Context: an optimization exercise on an open-source flow, tuned for small area. The choices shown serve that exercise and are no tape-out recipe.
At most, simulation tests tie the RTL to the original design; equivalence was not proved.
Power and IR drop assume default switching activity. No driver is modelled on the clock port, so clocking that relies on it looks cheaper here than on a real chip.

## old
// cnn_top
module cnn_top #(
    parameter int DATA_WIDTH = 8,
    parameter int OUT_WIDTH  = 32,
    parameter int IMG_WIDTH  = 28
)(
    input  logic                   clk,
    input  logic                   rst_n,
    input  logic [DATA_WIDTH-1:0]  s_axis_tdata,
    input  logic                   s_axis_tvalid,
    output logic                   s_axis_tready,
    output logic [OUT_WIDTH-1:0]   m_axis_tdata,
    output logic                   m_axis_tvalid,
    input  logic                   m_axis_tready,
    output logic                   m_axis_tlast
);
Settings: LEC_CHECK=0, CAP_MARGIN=20, CORE_MARGIN=2, CORE_UTILIZATION=70, CTS_BUF_LIST=sky130_fd_sc_hd__clkbuf_16, CTS_CLUSTER_DIAMETER=80, CTS_CLUSTER_SIZE=36, SLEW_MARGIN=20, SYNTH_HIERARCHICAL=1, SYNTH_MINIMUM_KEEP_SIZE=0; clock period 5.5 ns.
standard.sh (not shown) runs the stock make flow with config.mk's settings and CLKGATE_MAP_FILE= SYNTH_SCRIPT=/design/flow/synth_recipe.tcl, a recipe that flattens the netlist after the stock synthesis.
==> flow/flow/run.sh <==
#!/bin/bash
# Standard layout (standard.sh: the ORFS flow, synthesis unchanged), with
# clock tree synthesis told not to add dummy loads and to use a small buffer
# at the root of the clock tree, and the smallest buffer on
# the ports.
set -euo pipefail
export CTS_ARGS="-sink_clustering_enable -repair_clock_nets -buf_list sky130_fd_sc_hd__clkbuf_16 -sink_clustering_size 36 -sink_clustering_max_diameter 80 -dont_use_dummy_load -root_buf sky130_fd_sc_hd__clkbuf_4"
export BUFFER_PORTS_ARGS="-buffer_cell sky130_fd_sc_hd__buf_1"
bash standard.sh > standard.log 2>&1
The following lists how new was set up differently from old:
diff --git a/flow/design.v b/flow/design.v
--- a/flow/design.v
+++ b/flow/design.v
@@ -132,54 +132,54 @@
     wire c_55, c_56;
     conv_fa u_fa26 (.a(c_48), .b(c_49), .c(c_51), .s(c_55), .co(c_56));
     wire c_57, c_58;
     conv_fa u_fa27 (.a(t1[8]), .b(t2[8]), .c(cp[5]), .s(c_57), .co(c_58));
     wire c_59, c_60;
     conv_fa u_fa28 (.a(t0[8]), .b(c_50), .c(c_52), .s(c_59), .co(c_60));
     wire c_61, c_62;
     conv_fa u_fa29 (.a(c_54), .b(c_56), .c(c_57), .s(c_61), .co(c_62));
     wire c_63, c_64;
     conv_fa u_fa30 (.a(cp[6]), .b(c_58), .c(c_60), .s(c_63), .co(c_64));
-    logic [8:0] lo_sum;
+    logic [7:0] lo_sum;
     logic lo_carry;
     assign lo_sum[0] = c_3;
     assign lo_sum[1] = c_9;
     wire lc_2;
     conv_ha u_ha0 (.a(c_13), .b(c_15), .s(lo_sum[2]), .co(lc_2));
     wire lc_3;
     conv_fa u_fa31 (.a(c_21), .b(c_23), .c(lc_2), .s(lo_sum[3]), .co(lc_3));
     wire lc_4;
     conv_fa u_fa32 (.a(c_29), .b(c_31), .c(lc_3), .s(lo_sum[4]), .co(lc_4));
     wire lc_5;
     conv_fa u_fa33 (.a(c_37), .b(c_39), .c(lc_4), .s(lo_sum[5]), .co(lc_5));
     wire lc_6;
     conv_fa u_fa34 (.a(c_45), .b(c_47), .c(lc_5), .s(lo_sum[6]), .co(lc_6));
     wire lc_7;
     conv_fa u_fa35 (.a(c_53), .b(c_55), .c(lc_6), .s(lo_sum[7]), .co(lc_7));
-    wire lc_8;
-    conv_fa u_fa36 (.a(c_59), .b(c_61), .c(lc_7), .s(lo_sum[8]), .co(lc_8));
-    assign lo_carry = lc_8;
-    logic [8:0] lo_r;
-    logic [2:0] ha_r, hb_r;
+    assign lo_carry = lc_7;
+    logic [7:0] lo_r;
+    logic [3:0] ha_r, hb_r;
     logic hc_in;
     always_ff @(posedge clk) begin
         lo_r  <= lo_sum;
         hc_in <= lo_carry;
-        ha_r  <= {1'b1, cp[7], c_62};
-        hb_r  <= {1'b0, c_64, c_63};
+        ha_r  <= {1'b1, cp[7], c_62, c_59};
+        hb_r  <= {1'b0, c_64, c_63, c_61};
     end
-    logic [2:0] hi_sum;
+    logic [3:0] hi_sum;
     wire hc_0;
-    conv_fa u_fa37 (.a(ha_r[0]), .b(hb_r[0]), .c(hc_in), .s(hi_sum[0]), .co(hc_0));
+    conv_fa u_fa36 (.a(ha_r[0]), .b(hb_r[0]), .c(hc_in), .s(hi_sum[0]), .co(hc_0));
     wire hc_1;
-    conv_fa u_fa38 (.a(ha_r[1]), .b(hb_r[1]), .c(hc_0), .s(hi_sum[1]), .co(hc_1));
-    assign hi_sum[2] = ha_r[2] ^ hb_r[2] ^ hc_1;
+    conv_fa u_fa37 (.a(ha_r[1]), .b(hb_r[1]), .c(hc_0), .s(hi_sum[1]), .co(hc_1));
+    wire hc_2;
+    conv_fa u_fa38 (.a(ha_r[2]), .b(hb_r[2]), .c(hc_1), .s(hi_sum[2]), .co(hc_2));
+    assign hi_sum[3] = ha_r[3] ^ hb_r[3] ^ hc_2;
     assign o_result = {hi_sum, lo_r};
     always_ff @(posedge clk or negedge rst_n)
         if (!rst_n) o_valid <= 1'b0;
         else        o_valid <= i_valid;
 endmodule
 module conv_fa (
     input  logic a, b, c,
     output logic s, co
 );
     assign s  = a ^ b ^ c;
### Flow results
Compared with old, new shows a higher first-pass GRT wire length.
u_conv_mac.lo_r[8]$_DFF_P_ as the end point of the critical path was reported by old, and u_conv_mac.lo_r[7]$_DFF_P_ by new.
For finished layout cell area, old and new come out practically identical.
Between new and old, the synthesized cell count figures differ only marginally.
old → new: clock network fraction of total power roughly the same, required time at the endpoint of the critical path lower, utilization roughly the same, sequential cell area share higher, signed area change from the synthesized netlist to the final layout lower.
old -> new: initial antenna violation count delta 0, exact match
Compared with old, new shows a maximum frequency that is about 6% higher.
new: final wirelength 0.90% below old
The RTL of old was laid out without a check of its function.

========
cnn_top, a different RTL version from the one above (not shown whole).
Size in the first run: about 610 cells after synthesis, ~490 flip-flops.
==> flow/design.v (excerpt) <==
module cnn_top #(
    parameter int DATA_WIDTH = 8,
    parameter int OUT_WIDTH  = 32,
    parameter int IMG_WIDTH  = 28
)(
    input  logic                   clk,
    input  logic                   rst_n,
    input  logic [DATA_WIDTH-1:0]  s_axis_tdata,
    input  logic                   s_axis_tvalid,
    output logic                   s_axis_tready,
    output logic [OUT_WIDTH-1:0]   m_axis_tdata,
    output logic                   m_axis_tvalid,
    input  logic                   m_axis_tready,
    output logic                   m_axis_tlast
);
export LEC_CHECK = 0
export CAP_MARGIN = 20
export CORE_MARGIN = 2
export CORE_UTILIZATION = 70
export CTS_BUF_LIST = sky130_fd_sc_hd__clkbuf_16
export CTS_CLUSTER_DIAMETER = 70
export CTS_CLUSTER_SIZE = 36
export SLEW_MARGIN = 20
export SYNTH_HIERARCHICAL = 1
export SYNTH_MINIMUM_KEEP_SIZE = 0
create_clock -name core_clock -period 5.5 [get_ports {clk}]
==> flow/flow/run.sh <==
#!/bin/bash
# Standard layout (standard.sh: the ORFS flow, synthesis unchanged), with
# clock tree synthesis told not to add dummy loads and to use a small buffer
# at the root of the clock tree, and the smallest buffer on
# the ports.
set -euo pipefail
export CTS_ARGS="-sink_clustering_enable -repair_clock_nets -buf_list sky130_fd_sc_hd__clkbuf_16 -sink_clustering_size 36 -sink_clustering_max_diameter 70 -dont_use_dummy_load -root_buf sky130_fd_sc_hd__clkbuf_4"
export BUFFER_PORTS_ARGS="-buffer_cell sky130_fd_sc_hd__buf_1"
bash standard.sh > standard.log 2>&1
The first run finished but failed the layout checks on negative setup slack.
Change:
--- a/flow/design.v
+++ b/flow/design.v
@@ -51,28 +51,19 @@
     output logic [11:0]                       o_result
 );
     localparam int W = IMG_WIDTH;
     logic [7:0] p56, m0, m2, cn;
     assign p56 = i_hist[2*W-1];      
     assign m0  = i_hist[W-1];        
     assign m2  = i_hist[W+1];        
     assign cn  = ~i_hist[W];         
     logic [8:0] t0;
-    wire [7:0] r;
-    conv_ha u_t0_0 (.a(i_px[0]), .b(p56[0]), .s(t0[0]), .co(r[0]));
-    conv_fa u_t0_1 (.a(i_px[1]), .b(p56[1]), .c(r[0]), .s(t0[1]), .co(r[1]));
-    conv_fa u_t0_2 (.a(i_px[2]), .b(p56[2]), .c(r[1]), .s(t0[2]), .co(r[2]));
-    conv_fa u_t0_3 (.a(i_px[3]), .b(p56[3]), .c(r[2]), .s(t0[3]), .co(r[3]));
-    conv_fa u_t0_4 (.a(i_px[4]), .b(p56[4]), .c(r[3]), .s(t0[4]), .co(r[4]));
-    conv_fa u_t0_5 (.a(i_px[5]), .b(p56[5]), .c(r[4]), .s(t0[5]), .co(r[5]));
-    conv_fa u_t0_6 (.a(i_px[6]), .b(p56[6]), .c(r[5]), .s(t0[6]), .co(r[6]));
-    conv_fa u_t0_7 (.a(i_px[7]), .b(p56[7]), .c(r[6]), .s(t0[7]), .co(r[7]));
-    assign t0[8] = r[7];
+    assign t0 = 9'(i_px) + 9'(p56);
     logic [8:0] t1, t2;
     always_ff @(posedge clk)
         if (i_beat) begin
             t1 <= t0;
             t2 <= t1;
         end
     wire c_1, c_2;
     conv_fa u_fa0 (.a(t1[0]), .b(t2[0]), .c(m0[0]), .s(c_1), .co(c_2));
     wire c_3, c_4;
@@ -137,54 +128,54 @@
     conv_fa u_fa27 (.a(c_43), .b(c_18), .c(c_42), .s(c_61), .co(c_62));
     wire c_63, c_64;
     conv_fa u_fa28 (.a(c_45), .b(c_22), .c(c_44), .s(c_63), .co(c_64));
     wire c_65, c_66;
     conv_fa u_fa29 (.a(c_47), .b(c_26), .c(c_46), .s(c_65), .co(c_66));
     wire c_67, c_68;
     conv_fa u_fa30 (.a(c_49), .b(c_30), .c(c_48), .s(c_67), .co(c_68));
     wire c_69, c_70;
     conv_fa u_fa31 (.a(cn[6]), .b(c_32), .c(c_50), .s(c_69), .co(c_70));
-    logic [9:0] lo_sum;
+    logic [6:0] lo_sum;
     logic lo_carry;
     wire lc_0;
     conv_ha u_ha3 (.a(c_51), .b(t0[0]), .s(lo_sum[0]), .co(lc_0));
     wire lc_1;
     conv_fa u_fa32 (.a(c_53), .b(c_52), .c(lc_0), .s(lo_sum[1]), .co(lc_1));
     wire lc_2;
     conv_fa u_fa33 (.a(c_55), .b(c_54), .c(lc_1), .s(lo_sum[2]), .co(lc_2));
     wire lc_3;
     conv_fa u_fa34 (.a(c_57), .b(c_56), .c(lc_2), .s(lo_sum[3]), .co(lc_3));
     wire lc_4;
     conv_fa u_fa35 (.a(c_59), .b(c_58), .c(lc_3), .s(lo_sum[4]), .co(lc_4));
     wire lc_5;
     conv_fa u_fa36 (.a(c_61), .b(c_60), .c(lc_4), .s(lo_sum[5]), .co(lc_5));
     wire lc_6;
     conv_fa u_fa37 (.a(c_63), .b(c_62), .c(lc_5), .s(lo_sum[6]), .co(lc_6));
-    wire lc_7;
-    conv_fa u_fa38 (.a(c_65), .b(c_64), .c(lc_6), .s(lo_sum[7]), .co(lc_7));
-    wire lc_8;
-    conv_fa u_fa39 (.a(c_67), .b(c_66), .c(lc_7), .s(lo_sum[8]), .co(lc_8));
-    wire lc_9;
-    conv_fa u_fa40 (.a(c_69), .b(c_68), .c(lc_8), .s(lo_sum[9]), .co(lc_9));
-    assign lo_carry = lc_9;
-    logic [9:0] lo_r;
-    logic [1:0] ha_r, hb_r;
+    assign lo_carry = lc_6;
+    logic [6:0] lo_r;
+    logic [4:0] ha_r, hb_r;
     logic hc_in;
     always_ff @(posedge clk) begin
         lo_r  <= lo_sum;
         hc_in <= lo_carry;
-        ha_r  <= {1'b1, cn[7]};
-        hb_r  <= {1'b0, c_70};
+        ha_r  <= {1'b1, cn[7], c_69, c_67, c_65};
+        hb_r  <= {1'b0, c_70, c_68, c_66, c_64};
     end
-    logic [1:0] hi_sum;
+    logic [4:0] hi_sum;
     wire hc_0;
-    conv_fa u_fa41 (.a(ha_r[0]), .b(hb_r[0]), .c(hc_in), .s(hi_sum[0]), .co(hc_0));
-    assign hi_sum[1] = ha_r[1] ^ hb_r[1] ^ hc_0;
+    conv_fa u_fa38 (.a(ha_r[0]), .b(hb_r[0]), .c(hc_in), .s(hi_sum[0]), .co(hc_0));
+    wire hc_1;
+    conv_fa u_fa39 (.a(ha_r[1]), .b(hb_r[1]), .c(hc_0), .s(hi_sum[1]), .co(hc_1));
+    wire hc_2;
+    conv_fa u_fa40 (.a(ha_r[2]), .b(hb_r[2]), .c(hc_1), .s(hi_sum[2]), .co(hc_2));
+    wire hc_3;
+    conv_fa u_fa41 (.a(ha_r[3]), .b(hb_r[3]), .c(hc_2), .s(hi_sum[3]), .co(hc_3));
+    assign hi_sum[4] = ha_r[4] ^ hb_r[4] ^ hc_3;
     assign o_result = ~{hi_sum, lo_r};
     always_ff @(posedge clk or negedge rst_n)
         if (!rst_n) o_valid <= 1'b0;
         else        o_valid <= i_valid;
 endmodule
 module conv_fa (
     input  logic a, b, c,
     output logic s, co
 );
=> Now the flow went through all stages and came out clean; area after synthesis went up slightly; non-clock buffer count grows by 1; power grows slightly; routed wire length rises slightly; die area climbs slightly; worst hold slack gets worse by 11 ps; setup slack gains 1000 ps; via count went up by a few percent.
For the first run of this note, only the layout was checked, not whether the RTL still works.

==> static timing again, ports no longer ideal <==
The flow's constraints put no driver on any port. The routed layouts listed below were extracted and timed again, unchanged, in two steps.
Step 1 assumes that a clkbuf_16 drives the clock port and a buf_2 every other input.
Step 2, shift: input delay + t, output delay - t, t = (earliest + latest rising clock arrival at the registers) / 2. This alone moves slack from input paths to output paths.
Slacks: no drivers / after step 1 / after step 2; pairs: no drivers / after step 1.
| run | shift t [ns] | setup slack, ns | pins driven straight from the clock port |
|---|---|---|---|
| old | 0.744 | 0.101 / 0.115 / -0.628 | 1 |
| new | 0.740 | 0.405 / 0.408 / -0.332 | 1 |
| the first run of note 2 | 0.736 | -0.559 / -0.553 / -1.289 | 1 |
| the second run of note 2 | 0.756 | 0.459 / 0.480 / -0.276 | 1 |
Met with ideal ports but missed after step 2: setup timing in old, new and the second run of note 2. The setup slack of new, which loses most, moves by +0.003 ns with the drivers and by -0.737 ns with both steps.
